From an optimization exercise on the open Yosys and OpenROAD flow, aimed at small area, a short achievable clock period and few clock cycles per item; shortcuts taken in it are not production practice.
Function was checked by simulation only, so behaviour that the tests miss may differ from the original.

**design/flow/config.mk**
```make
export PLATFORM = sky130hd
export DESIGN_NAME = QR_CORDIC
export DESIGN_NICKNAME = QR_CORDIC
export VERILOG_FILES = /design/flow/design.v
export SDC_FILE = /design/flow/constraint.sdc
export NUM_CORES = 4
export LEC_CHECK = 0
export CAP_MARGIN = 20
export CORE_MARGIN = 2
export CORE_UTILIZATION = 22
export PLACE_DENSITY = 0.35
export SLEW_MARGIN = 20
```
**design/flow/constraint.sdc**
```tcl
create_clock -name core_clock -period 13.0 [get_ports {clk}]
set_input_delay 2.6000 -clock core_clock [delete_from_list [all_inputs] [get_ports {clk}]]
set_output_delay 2.6000 -clock core_clock [all_outputs]
set_load 0.01 [all_outputs]
```
**design/flow/design.v**
```verilog
module VECTOR_MODE
   #(
      parameter DATA_LENGTH = 13,
      parameter ITER_IDX    = 3 ,
      parameter NUM_SIGN    = 2
      )
   (in_X,in_Y,iter_num,sign_d,out_X,out_Y);
  input  signed [DATA_LENGTH-1:0]  in_X;
  input  signed [DATA_LENGTH-1:0]  in_Y;
  input         [NUM_SIGN:0]   iter_num;
  output        [NUM_SIGN-1:0]   sign_d;
  output signed [DATA_LENGTH-1:0] out_X;
  output signed [DATA_LENGTH-1:0] out_Y;
wire [ITER_IDX-1:0] iter_num_add1 = iter_num + 'd1;
wire sign_even = in_X[12] ^ in_Y[12];
wire signed [DATA_LENGTH-1:0] cal_X_temp_w = sign_even ? in_X  + (in_Y >>> iter_num) : in_X  - (in_Y >>> iter_num);
wire signed [DATA_LENGTH-1:0] cal_Y_temp_w = sign_even ? in_Y  - (in_X >>> iter_num) : in_Y  + (in_X >>> iter_num);
wire sign_odd  = cal_X_temp_w[12] ^ cal_Y_temp_w[12];
assign sign_d = {sign_odd,sign_even};
assign out_X = sign_odd ? cal_X_temp_w  + (cal_Y_temp_w >>> iter_num_add1) : cal_X_temp_w  - (cal_Y_temp_w >>> iter_num_add1);
assign out_Y = sign_odd ? cal_Y_temp_w  - (cal_X_temp_w >>> iter_num_add1) : cal_Y_temp_w  + (cal_X_temp_w >>> iter_num_add1);
endmodule
module ROTATION_MODE
   #(
      parameter DATA_LENGTH = 13,
      parameter ITER_IDX    = 3 ,
      parameter NUM_SIGN    = 2
      )
   (in_X,in_Y,iter_num,sign_d,out_X,out_Y);
  input signed  [DATA_LENGTH-1:0]  in_X;
  input signed  [DATA_LENGTH-1:0]  in_Y;
  input         [ITER_IDX-1:0] iter_num;
  input         [NUM_SIGN-1:0]   sign_d;
  output signed [DATA_LENGTH-1:0] out_X;
  output signed [DATA_LENGTH-1:0] out_Y;
wire [ITER_IDX-1:0] iter_num_add1 = iter_num + 'd1;
wire signed [12:0] cal_X_temp_w = sign_d[0] ? in_X  + (in_Y >>> iter_num) : in_X  - (in_Y >>> iter_num);
wire signed [12:0] cal_Y_temp_w = sign_d[0] ? in_Y  - (in_X >>> iter_num) : in_Y  + (in_X >>> iter_num);
assign out_X = sign_d[1] ? cal_X_temp_w  + (cal_Y_temp_w >>> iter_num_add1) : cal_X_temp_w  - (cal_Y_temp_w >>> iter_num_add1);
assign out_Y = sign_d[1] ? cal_Y_temp_w  - (cal_X_temp_w >>> iter_num_add1) : cal_Y_temp_w  + (cal_X_temp_w >>> iter_num_add1);
endmodule
module QR_CORDIC #(
parameter  DATA_LENGTH = 13,
parameter  NUM_SIGN  = 2,  
parameter  ITER_IDX  = 3  
  )
  (
    input                        clk,
    input                        rst_n,
    input                        valid,
    output                       out_vallid,
    input    [51:0] in,
    output   [51:0] out
  );
integer i;
localparam signed [10:0] K = 11'sb01001101110;
localparam IDLE = 2'b00;
localparam CAL  = 2'b01;
localparam OUT  = 2'b10;
localparam K_LENGTH  = 11;
localparam ROW_INDEX = 3;  
localparam NUM_COL   = 4;  
localparam NUM_ROW   = 8;  
localparam NUM_STATE = 2;  
reg [NUM_STATE-1:0] cur_state;
reg [ROW_INDEX-1:0] counter;
reg [ITER_IDX-1:0] iter_num_r_gg1,iter_num_r_gg2,iter_num_r_gg3,iter_num_r_gg4;
reg [ITER_IDX-1:0] iter_num_r_gg1_d,iter_num_r_gg2_d,iter_num_r_gg3_d;
reg [ITER_IDX-1:0] iter_num_r_gg1_d2,iter_num_r_gg2_d2;
reg [ITER_IDX-1:0] iter_num_r_gg1_d3;
reg [ROW_INDEX-1:0] row_index_gg1,row_index_gg2,row_index_gg3,row_index_gg4;
reg [ROW_INDEX-1:0] row_index_gg1_d,row_index_gg2_d,row_index_gg3_d;
reg [ROW_INDEX-1:0] row_index_gg1_d2,row_index_gg2_d2;
reg [ROW_INDEX-1:0] row_index_gg1_d3;
reg [ROW_INDEX-1:0] row_index_gg1_sub1_d,row_index_gg2_sub1_d,row_index_gg3_sub1_d;
reg [ROW_INDEX-1:0] row_index_gg1_sub1_d2,row_index_gg2_sub1_d2;
reg [ROW_INDEX-1:0] row_index_gg1_sub1_d3;
reg signed [DATA_LENGTH-1:0] in_reg_c0[0:NUM_ROW-1];  
reg signed [DATA_LENGTH-1:0] in_reg_c1[0:NUM_ROW-1];  
reg signed [DATA_LENGTH-1:0] in_reg_c2[0:NUM_ROW-1];  
reg signed [DATA_LENGTH-1:0] in_reg_c3[0:NUM_ROW-1];  
reg [NUM_COL-1:0] enable_gg; 
reg [NUM_COL-2:0] enable_d;  
reg [NUM_COL-3:0] enable_d2; 
reg [NUM_COL-4:0] enable_d3; 
reg [NUM_COL-1:0] stall_gg; 
reg [NUM_COL-2:0] stall_d;  
reg [NUM_COL-3:0] stall_d2; 
reg [NUM_COL-4:0] stall_d3; 
reg signed [DATA_LENGTH-1:0] in_m1_w;
reg signed [DATA_LENGTH-1:0] in_m2_w;
reg signed [DATA_LENGTH-1:0] in_m3_w;
reg signed [DATA_LENGTH-1:0] in_m4_w;
reg signed [DATA_LENGTH-1:0] in_gg1_X_w;
reg signed [DATA_LENGTH-1:0] in_gg2_X_w;
reg signed [DATA_LENGTH-1:0] in_gg3_X_w;
reg signed [DATA_LENGTH-1:0] in_gg4_X_w;
reg signed [DATA_LENGTH-1:0] in_gg1_Y_w;
reg signed [DATA_LENGTH-1:0] in_gg2_Y_w;
reg signed [DATA_LENGTH-1:0] in_gg3_Y_w;
reg signed [DATA_LENGTH-1:0] in_gg4_Y_w;
wire signed [DATA_LENGTH-1:0] out_gg1_X_w;
wire signed [DATA_LENGTH-1:0] out_gg2_X_w;
wire signed [DATA_LENGTH-1:0] out_gg3_X_w;
wire signed [DATA_LENGTH-1:0] out_gg4_X_w;
wire signed [DATA_LENGTH-1:0] out_gg1_Y_w;
wire signed [DATA_LENGTH-1:0] out_gg2_Y_w;
wire signed [DATA_LENGTH-1:0] out_gg3_Y_w;
wire signed [DATA_LENGTH-1:0] out_gg4_Y_w;
wire [NUM_SIGN-1:0] sign_gg1,sign_gg2,sign_gg3,sign_gg4;
reg  [NUM_SIGN-1:0] sign_gg1_d,sign_gg2_d,sign_gg3_d; 
reg  [NUM_SIGN-1:0] sign_gg1_d2,sign_gg2_d2; 
reg  [NUM_SIGN-1:0] sign_gg1_d3; 
reg  signed [DATA_LENGTH-1:0] in_gr1_X_w,in_gr2_X_w,in_gr3_X_w,in_gr4_X_w,in_gr5_X_w,in_gr6_X_w;
reg  signed [DATA_LENGTH-1:0] in_gr1_Y_w,in_gr2_Y_w,in_gr3_Y_w,in_gr4_Y_w,in_gr5_Y_w,in_gr6_Y_w;
wire signed [DATA_LENGTH-1:0] out_gr1_X_w,out_gr2_X_w,out_gr3_X_w,out_gr4_X_w,out_gr5_X_w,out_gr6_X_w;
wire signed [DATA_LENGTH-1:0] out_gr1_Y_w,out_gr2_Y_w,out_gr3_Y_w,out_gr4_Y_w,out_gr5_Y_w,out_gr6_Y_w;
wire cal_start = valid          && counter       == 'd0;
wire cal_done  = stall_gg[3]    && row_index_gg4 == 'd4;
wire out_done  = counter == 'd0 && cur_state[1];
wire signed [DATA_LENGTH+K_LENGTH-1:0] out_m1_w = in_m1_w * K;
wire signed [DATA_LENGTH+K_LENGTH-1:0] out_m2_w = in_m2_w * K;
wire signed [DATA_LENGTH+K_LENGTH-1:0] out_m3_w = in_m3_w * K;
wire signed [DATA_LENGTH+K_LENGTH-1:0] out_m4_w = in_m4_w * K;
wire [ROW_INDEX-1:0] row_index_gg1_sub1 = row_index_gg1 - 'd1;
wire [ROW_INDEX-1:0] row_index_gg2_sub1 = row_index_gg2 - 'd1;
wire [ROW_INDEX-1:0] row_index_gg3_sub1 = row_index_gg3 - 'd1;
wire [ROW_INDEX-1:0] row_index_gg4_sub1 = row_index_gg4 - 'd1;
wire [ITER_IDX-1:0] iter_num_r_gg1_add2 = iter_num_r_gg1 + 'd2;
wire [ITER_IDX-1:0] iter_num_r_gg2_add2 = iter_num_r_gg2 + 'd2;
wire [ITER_IDX-1:0] iter_num_r_gg3_add2 = iter_num_r_gg3 + 'd2;
wire [ITER_IDX-1:0] iter_num_r_gg4_add2 = iter_num_r_gg4 + 'd2;
assign out_vallid = cur_state[1];
assign out        = cur_state[1] ? {in_reg_c3[counter],in_reg_c2[counter],in_reg_c1[counter],in_reg_c0[counter]} : 'd0;
always @(posedge clk or negedge rst_n) begin 
  if(!rst_n) begin
    cur_state <= IDLE;
  end 
  else begin
    if     (cal_start) cur_state <= CAL;
    else if(cal_done)  cur_state <= cur_state << 1;
    else if(out_done)  cur_state <= IDLE;
  end
end
always @(posedge clk or negedge rst_n) begin 
   if(!rst_n) begin
     counter <= NUM_ROW - 1;
   end 
   else if(valid) begin
     counter <= counter - 'd1;
   end
   else if(cur_state[1]) begin
     counter <= counter - 'd1;
   end
end 
always @(posedge clk or negedge rst_n) begin 
  if(!rst_n) begin
    for(i=0;i<NUM_ROW;i=i+1) begin
      in_reg_c0[i] <= 'd0;
    end
  end 
  else if(valid) begin
    in_reg_c0[counter] <= $signed(in[12:0] );
  end
  else begin 
    if(enable_gg[0]) begin
      in_reg_c0[row_index_gg1       ] <= (stall_gg[0] ? {out_m1_w[23],out_m1_w[21:10]} : out_gg1_X_w);  
      in_reg_c0[row_index_gg1_sub1  ] <= (stall_gg[0] ? {out_m2_w[23],out_m2_w[21:10]} : out_gg1_Y_w);  
    end
  end
end
always @(posedge clk or negedge rst_n) begin 
  if(!rst_n) begin
    for(i=0;i<NUM_ROW;i=i+1) begin
      in_reg_c1[i] <= 'd0;
    end
  end 
  else if(valid) begin
    in_reg_c1[counter] <= $signed(in[25:13] );
  end
  else begin
    if(enable_gg[1]) begin
      in_reg_c1[row_index_gg2       ]  <=  (stall_gg[1] ? {out_m3_w[23],out_m3_w[21:10]} : out_gg2_X_w);  
      in_reg_c1[row_index_gg2_sub1  ]  <=  (stall_gg[1] ? {out_m4_w[23],out_m4_w[21:10]} : out_gg2_Y_w);  
    end
    if(enable_d [0]) begin
      in_reg_c1[row_index_gg1_d     ]  <=  (stall_d [0] ? {out_m1_w[23],out_m1_w[21:10]} : out_gr1_X_w);  
      in_reg_c1[row_index_gg1_sub1_d]  <=  (stall_d [0] ? {out_m2_w[23],out_m2_w[21:10]} : out_gr1_Y_w);  
    end
  end
end
always @(posedge clk or negedge rst_n) begin 
  if(!rst_n) begin
    for(i=0;i<NUM_ROW;i=i+1) begin
      in_reg_c2[i] <= 'd0;
    end
  end 
  else if(valid) begin
    in_reg_c2[counter] <= $signed(in[38:26] );
  end
  else begin
    if(enable_gg[2]) begin
      in_reg_c2[row_index_gg3        ]  <= (stall_gg[2] ? {out_m3_w[23],out_m3_w[21:10]} : out_gg3_X_w);  
      in_reg_c2[row_index_gg3_sub1   ]  <= (stall_gg[2] ? {out_m4_w[23],out_m4_w[21:10]} : out_gg3_Y_w);  
    end
    if(enable_d [1]) begin
      in_reg_c2[row_index_gg2_d      ]  <= (stall_d [1] ? {out_m3_w[23],out_m3_w[21:10]} : out_gr4_X_w);  
      in_reg_c2[row_index_gg2_sub1_d ]  <= (stall_d [1] ? {out_m4_w[23],out_m4_w[21:10]} : out_gr4_Y_w);  
    end
    if(enable_d2[0]) begin
      in_reg_c2[row_index_gg1_d2     ]  <= (stall_d2[0] ? {out_m1_w[23],out_m1_w[21:10]} : out_gr2_X_w);  
      in_reg_c2[row_index_gg1_sub1_d2]  <= (stall_d2[0] ? {out_m2_w[23],out_m2_w[21:10]} : out_gr2_Y_w);  
    end
  end
end
always @(posedge clk or negedge rst_n) begin 
  if(!rst_n) begin
    for(i=0;i<NUM_ROW;i=i+1) begin
      in_reg_c3[i] <= 'd0;
    end
  end 
  else if(valid) begin
    in_reg_c3[counter] <= $signed(in[51:39] );
  end
  else begin
    if(enable_gg[3]) begin
      in_reg_c3[row_index_gg4        ]  <= (stall_gg[3] ? {out_m1_w[23],out_m1_w[21:10]} : out_gg4_X_w);  
      in_reg_c3[row_index_gg4_sub1   ]  <= (stall_gg[3] ? {out_m2_w[23],out_m2_w[21:10]} : out_gg4_Y_w);  
    end
    if(enable_d [2]) begin
      in_reg_c3[row_index_gg3_d      ]  <= (stall_d [2] ? {out_m3_w[23],out_m3_w[21:10]} : out_gr6_X_w);  
      in_reg_c3[row_index_gg3_sub1_d ]  <= (stall_d [2] ? {out_m4_w[23],out_m4_w[21:10]} : out_gr6_Y_w);  
    end
    if(enable_d2[1]) begin
      in_reg_c3[row_index_gg2_d2     ]  <= (stall_d2[1] ? {out_m3_w[23],out_m3_w[21:10]} : out_gr5_X_w);  
      in_reg_c3[row_index_gg2_sub1_d2]  <= (stall_d2[1] ? {out_m4_w[23],out_m4_w[21:10]} : out_gr5_Y_w);  
    end
    if(enable_d3   ) begin
      in_reg_c3[row_index_gg1_d3     ]  <= (stall_d3    ? {out_m1_w[23],out_m1_w[21:10]} : out_gr3_X_w);  
      in_reg_c3[row_index_gg1_sub1_d3]  <= (stall_d3    ? {out_m2_w[23],out_m2_w[21:10]} : out_gr3_Y_w);  
    end
  end
end
always @(posedge clk or negedge rst_n) begin 
   if(!rst_n)                     stall_gg    <=  4'b0000;
   else if(out_done)              stall_gg    <=  4'b0000;
   else if(iter_num_r_gg1 == 'd6) stall_gg    <=  4'b0001;
   else if(iter_num_r_gg2 == 'd6) stall_gg    <=  4'b0010;
   else if(iter_num_r_gg3 == 'd6) stall_gg    <=  4'b0100;
   else if(iter_num_r_gg4 == 'd6) stall_gg    <=  4'b1000;
   else                           stall_gg    <=  4'b0000;
end 
always @(posedge clk or negedge rst_n) begin 
   if(!rst_n) begin
     stall_d <= 'd0;
   end
   else if(out_done) begin
     stall_d <= 'd0;
   end
   else begin
     stall_d <= stall_gg[2:0];
   end
end 
always @(posedge clk or negedge rst_n) begin 
   if(!rst_n) begin
     stall_d2 <= 'd0;
   end
   else if(out_done) begin
     stall_d2 <= 'd0;
   end
   else begin
     stall_d2 <= stall_d[1:0];
   end
end 
always @(posedge clk or negedge rst_n) begin 
   if(!rst_n) begin
     stall_d3 <= 'd0;
   end
   else if(out_done) begin
     stall_d3 <= 'd0;
   end
   else begin
     stall_d3 <= stall_d2[0];
   end
end
always @(posedge clk or negedge rst_n) begin 
   if(!rst_n) begin
     enable_gg <= 'd0;
   end
   else if(out_done) begin
     enable_gg <= 'd0;
   end
   else if(cal_start) begin
     enable_gg[0] <= 1;
   end
   else if(cur_state[0]) begin
     if     (row_index_gg1 == 'd5 && iter_num_r_gg1 == 'd0 && !stall_gg[0]) enable_gg[1] <= 1;
     else if(row_index_gg2 == 'd5 && iter_num_r_gg2 == 'd4                ) enable_gg[2] <= 1;
     else if(row_index_gg1 == 'd1 && stall_gg[0]) enable_gg    <= 4'b1110;
     else if(row_index_gg2 == 'd2 && stall_gg[1]) enable_gg[1] <= 0;
     else if(row_index_gg3 == 'd3 && stall_gg[2]) enable_gg[2] <= 0;
     else if(row_index_gg4 == 'd4 && stall_gg[3]) enable_gg[3] <= 0;
   end
end 
always @(posedge clk or negedge rst_n) begin 
   if(!rst_n) begin
     enable_d <= 'd0;
   end
   else if(out_done) begin
     enable_d <= 'd0;
   end
   else begin
     enable_d <= enable_gg[2:0];
   end
end 
always @(posedge clk or negedge rst_n) begin 
   if(!rst_n) begin
     enable_d2 <= 'd0;
   end
   else if(out_done) begin
     enable_d2 <= 'd0;
   end
   else begin
     enable_d2 <= enable_d[1:0];
   end
end 
always @(posedge clk or negedge rst_n) begin 
   if(!rst_n) begin
     enable_d3 <= 'd0;
   end
   else if(out_done) begin
     enable_d3 <= 'd0;
   end
   else begin
     enable_d3 <= enable_d2[0];
   end
end
always @(posedge clk or negedge rst_n) begin 
   if(!rst_n) begin
     {sign_gg1_d,sign_gg2_d,sign_gg3_d} <= 'd0;
   end
   else if(out_done) begin
     {sign_gg1_d,sign_gg2_d,sign_gg3_d} <= 'd0;
   end
   else begin
     {sign_gg1_d,sign_gg2_d,sign_gg3_d} <= {sign_gg1,sign_gg2,sign_gg3};
   end
end
always @(posedge clk or negedge rst_n) begin 
   if(!rst_n) begin
     {sign_gg1_d2,sign_gg2_d2} <= 'd0;
   end
   else if(out_done) begin
     {sign_gg1_d2,sign_gg2_d2} <= 'd0;
   end
   else begin
     {sign_gg1_d2,sign_gg2_d2} <= {sign_gg1_d,sign_gg2_d};
   end
end
always @(posedge clk or negedge rst_n) begin 
   if(!rst_n) begin
     sign_gg1_d3 <= 'd0;
   end
   else if(out_done) begin
     sign_gg1_d3 <= 'd0;
   end
   else begin
     sign_gg1_d3 <= sign_gg1_d2;
   end
end
always @(posedge clk or negedge rst_n) begin 
   if(!rst_n) begin
     iter_num_r_gg1 <= 'd0;
   end
   else if(out_done) begin
     iter_num_r_gg1 <= 'd0;
   end
   else if(cur_state[0]) begin
     iter_num_r_gg1 <= enable_gg[0] ? (stall_gg[0] ? iter_num_r_gg1 : iter_num_r_gg1_add2) : 'd0;
   end
end 
always @(posedge clk or negedge rst_n) begin 
   if(!rst_n) begin
     iter_num_r_gg2 <= 'd0;
   end
   else if(out_done) begin
     iter_num_r_gg2 <= 'd0;
   end
   else if(cur_state[0]) begin
     iter_num_r_gg2 <= enable_gg[1] ? (stall_gg[1] ? iter_num_r_gg2 : iter_num_r_gg2_add2) : 'd0;
   end
end
always @(posedge clk or negedge rst_n) begin 
   if(!rst_n) begin
     iter_num_r_gg3 <= 'd0;
   end
   else if(out_done) begin
     iter_num_r_gg3 <= 'd0;
   end
   else if(cur_state[0]) begin
     iter_num_r_gg3 <= enable_gg[2] ? (stall_gg[2] ? iter_num_r_gg3 : iter_num_r_gg3_add2) : 'd0;
   end
end
always @(posedge clk or negedge rst_n) begin 
   if(!rst_n) begin
     iter_num_r_gg4 <= 'd0;
   end
   else if(out_done) begin
     iter_num_r_gg4 <= 'd0;
   end
   else if(cur_state[0]) begin
     iter_num_r_gg4 <= enable_gg[3] ? (stall_gg[3] ? iter_num_r_gg4 : iter_num_r_gg4_add2) : 'd0;
   end
end
always @(posedge clk or negedge rst_n) begin 
   if(!rst_n) begin
     {iter_num_r_gg1_d,iter_num_r_gg2_d,iter_num_r_gg3_d} <= 'd0;
   end
   else if(out_done) begin
     {iter_num_r_gg1_d,iter_num_r_gg2_d,iter_num_r_gg3_d} <= 'd0;
   end
   else if(cur_state[0]) begin
     {iter_num_r_gg1_d,iter_num_r_gg2_d,iter_num_r_gg3_d} <= {iter_num_r_gg1,iter_num_r_gg2,iter_num_r_gg3};
   end
end
always @(posedge clk or negedge rst_n) begin 
   if(!rst_n) begin
     {iter_num_r_gg1_d2,iter_num_r_gg2_d2} <= 'd0;
   end
   else if(out_done) begin
     {iter_num_r_gg1_d2,iter_num_r_gg2_d2} <= 'd0;
   end
   else if(cur_state[0]) begin
     {iter_num_r_gg1_d2,iter_num_r_gg2_d2} <= {iter_num_r_gg1_d,iter_num_r_gg2_d};
   end
end
always @(posedge clk or negedge rst_n) begin 
   if(!rst_n) begin
     iter_num_r_gg1_d3 <= 'd0;
   end
   else if(out_done) begin
     iter_num_r_gg1_d3 <= 'd0;
   end
   else if(cur_state[0]) begin
     iter_num_r_gg1_d3 <= iter_num_r_gg1_d2;
   end
end
always @(posedge clk or negedge rst_n) begin 
   if(!rst_n) begin
     row_index_gg1 <= 'd7;
   end
   else if(out_done) begin
     row_index_gg1 <= 'd7;
   end
   else if(stall_gg[0] & enable_gg[0]) begin
     row_index_gg1 <= row_index_gg1_sub1;
   end
end 
always @(posedge clk or negedge rst_n) begin 
   if(!rst_n) begin
     row_index_gg2 <= 'd7;
   end
   else if(out_done) begin
     row_index_gg2 <= 'd7;
   end
   else if(stall_gg[1] & enable_gg[1]) begin
     row_index_gg2 <= row_index_gg2_sub1;
   end
end 
always @(posedge clk or negedge rst_n) begin 
   if(!rst_n) begin
     row_index_gg3 <= 'd7;
   end
   else if(out_done) begin
     row_index_gg3 <= 'd7;
   end
   else if(stall_gg[2] & enable_gg[2]) begin
     row_index_gg3 <= row_index_gg3_sub1;
   end
end 
always @(posedge clk or negedge rst_n) begin 
   if(!rst_n) begin
     row_index_gg4 <= 'd7;
   end
   else if(out_done) begin
     row_index_gg4 <= 'd7;
   end
   else if(stall_gg[3] & enable_gg[3]) begin
     row_index_gg4 <= row_index_gg4_sub1;
   end
end 
always @(posedge clk or negedge rst_n) begin 
   if(!rst_n) begin
     {row_index_gg1_d,row_index_gg2_d,row_index_gg3_d} <= 'd0;
   end
   else if(out_done) begin
     {row_index_gg1_d,row_index_gg2_d,row_index_gg3_d} <= 'd0;
   end
   else if(cur_state[0]) begin
     {row_index_gg1_d,row_index_gg2_d,row_index_gg3_d} <= {row_index_gg1,row_index_gg2,row_index_gg3};
   end
end
always @(posedge clk or negedge rst_n) begin 
   if(!rst_n) begin
     {row_index_gg1_d2,row_index_gg2_d2} <= 'd0;
   end
   else if(out_done) begin
     {row_index_gg1_d2,row_index_gg2_d2} <= 'd0;
   end
   else if(cur_state[0]) begin
     {row_index_gg1_d2,row_index_gg2_d2} <= {row_index_gg1_d,row_index_gg2_d};
   end
end
always @(posedge clk or negedge rst_n) begin 
   if(!rst_n) begin
     row_index_gg1_d3 <= 'd0;
   end
   else if(out_done) begin
     row_index_gg1_d3 <= 'd0;
   end
   else if(cur_state[0]) begin
     row_index_gg1_d3 <= row_index_gg1_d2;
   end
end
always @(posedge clk or negedge rst_n) begin 
   if(!rst_n) begin
     {row_index_gg1_sub1_d,row_index_gg2_sub1_d,row_index_gg3_sub1_d} <= 'd0;
   end
   else if(out_done) begin
     {row_index_gg1_sub1_d,row_index_gg2_sub1_d,row_index_gg3_sub1_d} <= 'd0;
   end
   else if(cur_state[0]) begin
     {row_index_gg1_sub1_d,row_index_gg2_sub1_d,row_index_gg3_sub1_d} <= {row_index_gg1_sub1,row_index_gg2_sub1,row_index_gg3_sub1};
   end
end
always @(posedge clk or negedge rst_n) begin 
   if(!rst_n) begin
     {row_index_gg1_sub1_d2,row_index_gg2_sub1_d2} <= 'd0;
   end
   else if(out_done) begin
     {row_index_gg1_sub1_d2,row_index_gg2_sub1_d2} <= 'd0;
   end
   else if(cur_state[0]) begin
     {row_index_gg1_sub1_d2,row_index_gg2_sub1_d2} <= {row_index_gg1_sub1_d,row_index_gg2_sub1_d};
   end
end
always @(posedge clk or negedge rst_n) begin 
   if(!rst_n) begin
     row_index_gg1_sub1_d3 <= 'd0;
   end
   else if(out_done) begin
     row_index_gg1_sub1_d3 <= 'd0;
   end
   else if(cur_state[0]) begin
     row_index_gg1_sub1_d3 <= row_index_gg1_sub1_d2;
   end
end
always @(*) begin
  if(cur_state[0]) begin
    in_gg1_X_w = in_reg_c0[row_index_gg1];
    in_gg2_X_w = in_reg_c1[row_index_gg2];
    in_gg3_X_w = in_reg_c2[row_index_gg3];
    in_gg4_X_w = in_reg_c3[row_index_gg4];
    in_gg1_Y_w = in_reg_c0[row_index_gg1_sub1];
    in_gg2_Y_w = in_reg_c1[row_index_gg2_sub1];
    in_gg3_Y_w = in_reg_c2[row_index_gg3_sub1];
    in_gg4_Y_w = in_reg_c3[row_index_gg4_sub1];
  end
  else begin
    in_gg1_X_w = 'd0;
    in_gg2_X_w = 'd0;
    in_gg3_X_w = 'd0;
    in_gg4_X_w = 'd0;
    in_gg1_Y_w = 'd0;
    in_gg2_Y_w = 'd0;
    in_gg3_Y_w = 'd0;
    in_gg4_Y_w = 'd0;
  end
end
always @(*) begin
  if(cur_state[0]) begin
    in_gr1_X_w = in_reg_c1[row_index_gg1_d ];
    in_gr2_X_w = in_reg_c2[row_index_gg1_d2];
    in_gr3_X_w = in_reg_c3[row_index_gg1_d3];
    in_gr4_X_w = in_reg_c2[row_index_gg2_d ];
    in_gr5_X_w = in_reg_c3[row_index_gg2_d2];
    in_gr6_X_w = in_reg_c3[row_index_gg3_d ];
    in_gr1_Y_w = in_reg_c1[row_index_gg1_sub1_d ];
    in_gr2_Y_w = in_reg_c2[row_index_gg1_sub1_d2];
    in_gr3_Y_w = in_reg_c3[row_index_gg1_sub1_d3];
    in_gr4_Y_w = in_reg_c2[row_index_gg2_sub1_d ];
    in_gr5_Y_w = in_reg_c3[row_index_gg2_sub1_d2];
    in_gr6_Y_w = in_reg_c3[row_index_gg3_sub1_d ];
  end
  else begin
    in_gr1_X_w = 'd0;
    in_gr2_X_w = 'd0;
    in_gr3_X_w = 'd0;
    in_gr4_X_w = 'd0;
    in_gr5_X_w = 'd0;
    in_gr6_X_w = 'd0;
    in_gr1_Y_w = 'd0;
    in_gr2_Y_w = 'd0;
    in_gr3_Y_w = 'd0;
    in_gr4_Y_w = 'd0;
    in_gr5_Y_w = 'd0;
    in_gr6_Y_w = 'd0;
  end
end
always @(*) begin
  if     (stall_gg[0]) in_m1_w = in_reg_c0[row_index_gg1   ];
  else if(stall_d [0]) in_m1_w = in_reg_c1[row_index_gg1_d ];
  else if(stall_d2[0]) in_m1_w = in_reg_c2[row_index_gg1_d2];
  else if(stall_d3[0]) in_m1_w = in_reg_c3[row_index_gg1_d3];
  else if(stall_gg[3]) in_m1_w = in_reg_c3[row_index_gg4   ];
  else                 in_m1_w = 'd0;
end
always @(*) begin
  if     (stall_gg[0]) in_m2_w = in_reg_c0[row_index_gg1_sub1   ];
  else if(stall_d [0]) in_m2_w = in_reg_c1[row_index_gg1_sub1_d ];
  else if(stall_d2[0]) in_m2_w = in_reg_c2[row_index_gg1_sub1_d2];
  else if(stall_d3[0]) in_m2_w = in_reg_c3[row_index_gg1_sub1_d3];
  else if(stall_gg[3]) in_m2_w = in_reg_c3[row_index_gg4_sub1   ];
  else                 in_m2_w = 'd0;
end
always @(*) begin
  if     (stall_gg[1]) in_m3_w = in_reg_c1[row_index_gg2   ];
  else if(stall_d [1]) in_m3_w = in_reg_c2[row_index_gg2_d ];
  else if(stall_d2[1]) in_m3_w = in_reg_c3[row_index_gg2_d2];
  else if(stall_gg[2]) in_m3_w = in_reg_c2[row_index_gg3   ];
  else if(stall_d [2]) in_m3_w = in_reg_c3[row_index_gg3_d ];
  else                 in_m3_w = 'd0;
end
always @(*) begin
  if     (stall_gg[1]) in_m4_w = in_reg_c1[row_index_gg2_sub1   ];
  else if(stall_d [1]) in_m4_w = in_reg_c2[row_index_gg2_sub1_d ];
  else if(stall_d2[1]) in_m4_w = in_reg_c3[row_index_gg2_sub1_d2];
  else if(stall_gg[2]) in_m4_w = in_reg_c2[row_index_gg3_sub1   ];
  else if(stall_d [2]) in_m4_w = in_reg_c3[row_index_gg3_sub1_d ];
  else                 in_m4_w = 'd0;
end
    VECTOR_MODE 
    #(
      .DATA_LENGTH(DATA_LENGTH),
      .ITER_IDX(ITER_IDX),
      .NUM_SIGN(NUM_SIGN)
      )
    inst_GG1(
      .in_X     (in_gg1_X_w),
      .in_Y     (in_gg1_Y_w),
      .iter_num (iter_num_r_gg1),
      .sign_d   (sign_gg1),
      .out_X    (out_gg1_X_w),
      .out_Y    (out_gg1_Y_w)
    );
    VECTOR_MODE
    #(
      .DATA_LENGTH(DATA_LENGTH),
      .ITER_IDX(ITER_IDX),
      .NUM_SIGN(NUM_SIGN)
      ) 
    inst_GG2(
      .in_X     (in_gg2_X_w),
      .in_Y     (in_gg2_Y_w),
      .iter_num (iter_num_r_gg2),
      .sign_d   (sign_gg2),
      .out_X    (out_gg2_X_w),
      .out_Y    (out_gg2_Y_w)
    );
    VECTOR_MODE 
    #(
      .DATA_LENGTH(DATA_LENGTH),
      .ITER_IDX(ITER_IDX),
      .NUM_SIGN(NUM_SIGN)
      )
    inst_GG3(
      .in_X     (in_gg3_X_w),
      .in_Y     (in_gg3_Y_w),
      .iter_num (iter_num_r_gg3),
      .sign_d   (sign_gg3),
      .out_X    (out_gg3_X_w),
      .out_Y    (out_gg3_Y_w)
    );
    VECTOR_MODE 
    #(
      .DATA_LENGTH(DATA_LENGTH),
      .ITER_IDX(ITER_IDX),
      .NUM_SIGN(NUM_SIGN)
      )
    inst_GG4(
      .in_X     (in_gg4_X_w),
      .in_Y     (in_gg4_Y_w),
      .iter_num (iter_num_r_gg4),
      .sign_d   (sign_gg4),
      .out_X    (out_gg4_X_w),
      .out_Y    (out_gg4_Y_w)
    );
    ROTATION_MODE 
    #(
      .DATA_LENGTH(DATA_LENGTH),
      .ITER_IDX(ITER_IDX),
      .NUM_SIGN(NUM_SIGN)
      )
    inst_GR1(
      .in_X     (in_gr1_X_w),
      .in_Y     (in_gr1_Y_w),
      .iter_num (iter_num_r_gg1_d),
      .sign_d   (sign_gg1_d),
      .out_X    (out_gr1_X_w),
      .out_Y    (out_gr1_Y_w)
    );
    ROTATION_MODE 
    #(
      .DATA_LENGTH(DATA_LENGTH),
      .ITER_IDX(ITER_IDX),
      .NUM_SIGN(NUM_SIGN)
      )
    inst_GR2(
      .in_X     (in_gr2_X_w),
      .in_Y     (in_gr2_Y_w),
      .iter_num (iter_num_r_gg1_d2),
      .sign_d   (sign_gg1_d2),
      .out_X    (out_gr2_X_w),
      .out_Y    (out_gr2_Y_w)
    );
    ROTATION_MODE 
    #(
      .DATA_LENGTH(DATA_LENGTH),
      .ITER_IDX(ITER_IDX),
      .NUM_SIGN(NUM_SIGN)
      )
    inst_GR3(
      .in_X     (in_gr3_X_w),
      .in_Y     (in_gr3_Y_w),
      .iter_num (iter_num_r_gg1_d3),
      .sign_d   (sign_gg1_d3),
      .out_X    (out_gr3_X_w),
      .out_Y    (out_gr3_Y_w)
    );
    ROTATION_MODE 
    #(
      .DATA_LENGTH(DATA_LENGTH),
      .ITER_IDX(ITER_IDX),
      .NUM_SIGN(NUM_SIGN)
      )
    inst_GR4(
      .in_X     (in_gr4_X_w),
      .in_Y     (in_gr4_Y_w),
      .iter_num (iter_num_r_gg2_d),
      .sign_d   (sign_gg2_d),
      .out_X    (out_gr4_X_w),
      .out_Y    (out_gr4_Y_w)
    );
    ROTATION_MODE 
    #(
      .DATA_LENGTH(DATA_LENGTH),
      .ITER_IDX(ITER_IDX),
      .NUM_SIGN(NUM_SIGN)
      )
    inst_GR5(
      .in_X     (in_gr5_X_w),
      .in_Y     (in_gr5_Y_w),
      .iter_num (iter_num_r_gg2_d2),
      .sign_d   (sign_gg2_d2),
      .out_X    (out_gr5_X_w),
      .out_Y    (out_gr5_Y_w)
    );
    ROTATION_MODE 
    #(
      .DATA_LENGTH(DATA_LENGTH),
      .ITER_IDX(ITER_IDX),
      .NUM_SIGN(NUM_SIGN)
      )
    inst_GR6(
      .in_X     (in_gr6_X_w),
      .in_Y     (in_gr6_Y_w),
      .iter_num (iter_num_r_gg3_d),
      .sign_d   (sign_gg3_d),
      .out_X    (out_gr6_X_w),
      .out_Y    (out_gr6_Y_w)
    );
endmodule
```
**design/flow/run.sh**
```bash
#!/bin/bash
# synth_recipe.tcl (not shown) runs the flow's synth.tcl, then flattens the netlist and writes it again
# the make line also repeats each setting of config.mk as NAME=value (left out here)
make -C /OpenROAD-flow-scripts/flow DESIGN_CONFIG=/design/flow/config.mk WORK_HOME=/design/flow/orfs CLKGATE_MAP_FILE= SYNTH_SCRIPT=/design/flow/synth_recipe.tcl finish
```
==> run summary <==
worst min-delay path: stages, from the launching register on:
cell and delay (ns):
dfstp_2 0.39, nand2_1 0.06, o211ai_1 0.08
final timing paths:
check / from / to / cells after the start
setup / recovery: row_index_gg1_sub1_d3[0]$_DFFE_PN0P_ / in_reg_c3[5][12]$_DFFE_PN0N_ / 30
hold / removal: row_index_gg4[1]$_DFFE_PN1P_ / row_index_gg4[1]$_DFFE_PN1P_ / 2
setup reg to reg: row_index_gg1_sub1_d3[0]$_DFFE_PN0P_ / in_reg_c3[5][12]$_DFFE_PN0N_ / 30
hold reg to reg: row_index_gg4[1]$_DFFE_PN1P_ / row_index_gg4[1]$_DFFE_PN1P_ / 2
max in group asynchronous: rst_n / in_reg_c3[5][1]$_DFFE_PN0N_ / 3
min in group asynchronous: rst_n / in_reg_c1[5][3]$_DFFE_PN0N_ / 1
through the flow:
| stage | setup WS [ns] | utilization |
|---|---|---|
| final | 0.366 | 0.250 |
| after detailed placement | 0.559 | 0.244 |
| after CTS | 0.499 | 0.249 |
| after floorplan | 2.53 | - |
| after global placement | 0.494 | 0.244 |
| after global routing | 0.0323 | 0.250 |
layout make-up:
class,count,share of cell area
Sequential cell,524,0.0924
Clock buffer,122,0.0180
Antenna cell,82,0.00143
Inverter,1034,0.0273
Timing Repair Buffer,1118,0.0611
Tap cell,7560,0.0661
Clock inverter,42,0.00400
Multi-Input combinational cell,15200,0.730
sequential cells by signal (all words and copies together) (netlist names), 4 cells and up:
register / cells
in_reg_c0: 104
in_reg_c1: 104
in_reg_c2: 104
in_reg_c3: 104
enable_gg: 4
stall_gg: 4
per-layer routing:
metal,vias to the layer above,track usage,share of wire
li1,67500,-,-
met1,79500,0.424,0.41
met2,10200,0.483,0.41
met3,2594,0.0943,0.10
met4,75,0.200,0.074
met5,-,0.00557,0.00085
logic make-up after synthesis:
logic type	count (synthesis)	share of synthesized area
compound gates	6960	0.365
mux	985	0.0913
fa+ha+maj	1007	0.113
xor+xnor	718	0.0505
flops	524	0.104
buf+inv	2605	0.0792
simple gates	5526	0.198
synthesized netlist by cell type (all sizes together) (111+ instances only):
master	n
o211ai	200
xnor2	447
dfrtp	509
mux2i	639
a221oi	326
nor2b	217
a21oi	1470
a21boi	137
a211oi	295
and2	203
nand2	1960
buf	364
fa	220
a21o	139
inv	1019
nor3	344
o21a	157
o22ai	867
a22oi	289
o21ai	1325
nand2b	215
clkbuf	1207
ha	787
a22o	215
nand3	301
mux4	111
a31oi	420
xor2	266
nor2	1719
mux2	235
what timing repair did:
item	CTS	global route
hold endpoints to repair	0	0
resized for setup	0	3
hold buffers	0	0
setup endpoints to repair	0	3
==> impl_metrics.py <==
metrics = {
    "setup_path": {
        "cp.required_ns": 13.72,
        "critPathCaptureType": "flip-flop",
        "worst-setup-path-type": "flip-flop to flip-flop",
        "cp_max_fo": 24,
        "slowest_delay_ns": 0.98,
        "crit_family": "compound AO/OA/AOI/OAI gates",
        "crit_path_frequent_cell": "fa_1",
        "slowest_stage": "dfrtp_1",
        "start_kind": "flip-flop",
        "crit_arrival_ns": 13.35,
        "crit_buf_inv": 5,
        "r2r_slack_ns": 0.37,
    },
    "floorplanning": {
        "ios": 108,
        "core-area_mm2": 0.573,
        "die_y_um": 762,
        "num_rows": 278,
        "initial_utilization": 0.221,
        "die_w_um": 762,
        "die_area_mm2": 0.581,
    },
    "logic_synthesis": {
        "ys.flop_type": "dfrtp_1",
        "syn_nets": 19400,
        "ys_seq_area_frac": 0.104,
        "synth_area_leaders": "dfrtp_1, ha_1, a21oi_1",
        "avgSynthCellArea_um2": 6.90,
        "synthCells": 18300,
        "synth_edf_count": 0,
        "synth_cell_types": 115,
        "netlist_area_mm2": 0.126,
        "synth_area_leader_cell": "dfrtp_1",
        "synthDominantCellAreaShare": 0.101,
        "yosysWarnings": 5,
        "ys_ff_latch": 524,
        "synthArstFlopShare": 1.00,
    },
    "timing": {
        "finalHoldViolations": 0,
        "hold_ws_ns": 0.540,
        "finalCriticalPeriod_ns": 12.63,
        "finalClockSkew_ns": 0.153,
        "maxSlewHeadroom": 0.121,
        "fin_tns_setup_ns": 0,
        "setup_viol": 0,
        "rsz0062_at_grt": "no",
        "fmax_mhz": 79.2,
        "fin_crit_sh": 0.972,
        "worst_pin_slew_ns": 1.32,
        "slew_viol_final": 0,
    },
    "run_status": {
        "outcome": "complete, no violations",
    },
    "layout": {
        "multiInputGateArea_mm2": 0.104,
        "fin_area_mm2": 0.143,
        "areaGrowthSynthToFinish_pct": 13.3,
        "fin_nets": 19000,
        "stdcell_count": 25700,
        "layout_common_cells": "nand2_1, nor2_1, a21oi_1",
        "layout.cells.most_common": "nand2_1",
        "drive_above_1_share": 0.109,
        "seq_area_mm2": 0.0132,
        "fill_cells": 64200,
    },
    "min_path": {
        "hp-class": "flip-flop to flip-flop",
    },
    "place": {
        "dpl.hpwl_mm": 773,
        "place_inst": 25400,
        "dpl-instance-area_mm2": 0.140,
        "gp_congestion": 1.07,
        "io_buffers": 107,
    },
    "clock_tree": {
        "clockBufferDepth": 4,
        "path_clk_slew_ns": 0.06,
        "cts_made_buffers": 93,
        "cts_root_buf": "clkbuf_16",
        "clock-sinks": 524,
        "insertion_delay_ns": 0.99,
        "postCtsSetupBuffers": 0,
        "htreeDepth": 3,
        "cts_tree": "built",
    },
    "detailed_routing": {
        "route.vias.total": 160000,
        "antenna_left": 0,
        "drc": 0,
        "first_pass_iters": 11,
        "drtIter0Drc": 22900,
        "wl_mm": 1010,
        "wl_per_cell_um": 39.2,
        "vias_per_cell": 6.22,
    },
    "run": {
        "maxCapViolations": 0,
    },
    "global_routing": {
        "first_global_vias": 149000,
        "grt_pass1_wl_mm": 1340,
        "grt_usage": 0.329,
        "grt_max_degree": 131,
        "grt_overflow": 0,
        "antenna_found_initial": 123,
    },
}
Testbench counts, summed over its fixed seeds: cycles 22,720, items 320.

==> afterwards: timing with drivers on the ports <==
In the flow no input, the clock included, has a driving cell. The finished layout below was timed again as built, in two steps. Step 1 (the two cells are an assumption about what drives the block):
set clk [get_ports {clk}]
set_driving_cell -lib_cell sky130_fd_sc_hd__clkbuf_16 $clk
set_driving_cell -lib_cell sky130_fd_sc_hd__buf_2 [delete_from_list [all_inputs] $clk]
Step 2 also shifts input and output timing later by t, the mid clock arrival at the registers, as if the neighbouring blocks saw the same clock. Slacks: ideal ports / drivers / drivers and shift; pairs: ideal ports / drivers.
t, ns: 1.030
setup slack, ns: 0.366 / 0.366 / 0.366
hold slack, ns: 0.540 / 0.540 / 0.540
slew at the worst register clock pin (ns): 0.09 / 0.09
worst data-port slew with drivers (ns): 0.35
After both steps this run still meets setup and hold. For this run, drivers alone change the setup slack by 0.000 ns; drivers and shift together by 0.000 ns.
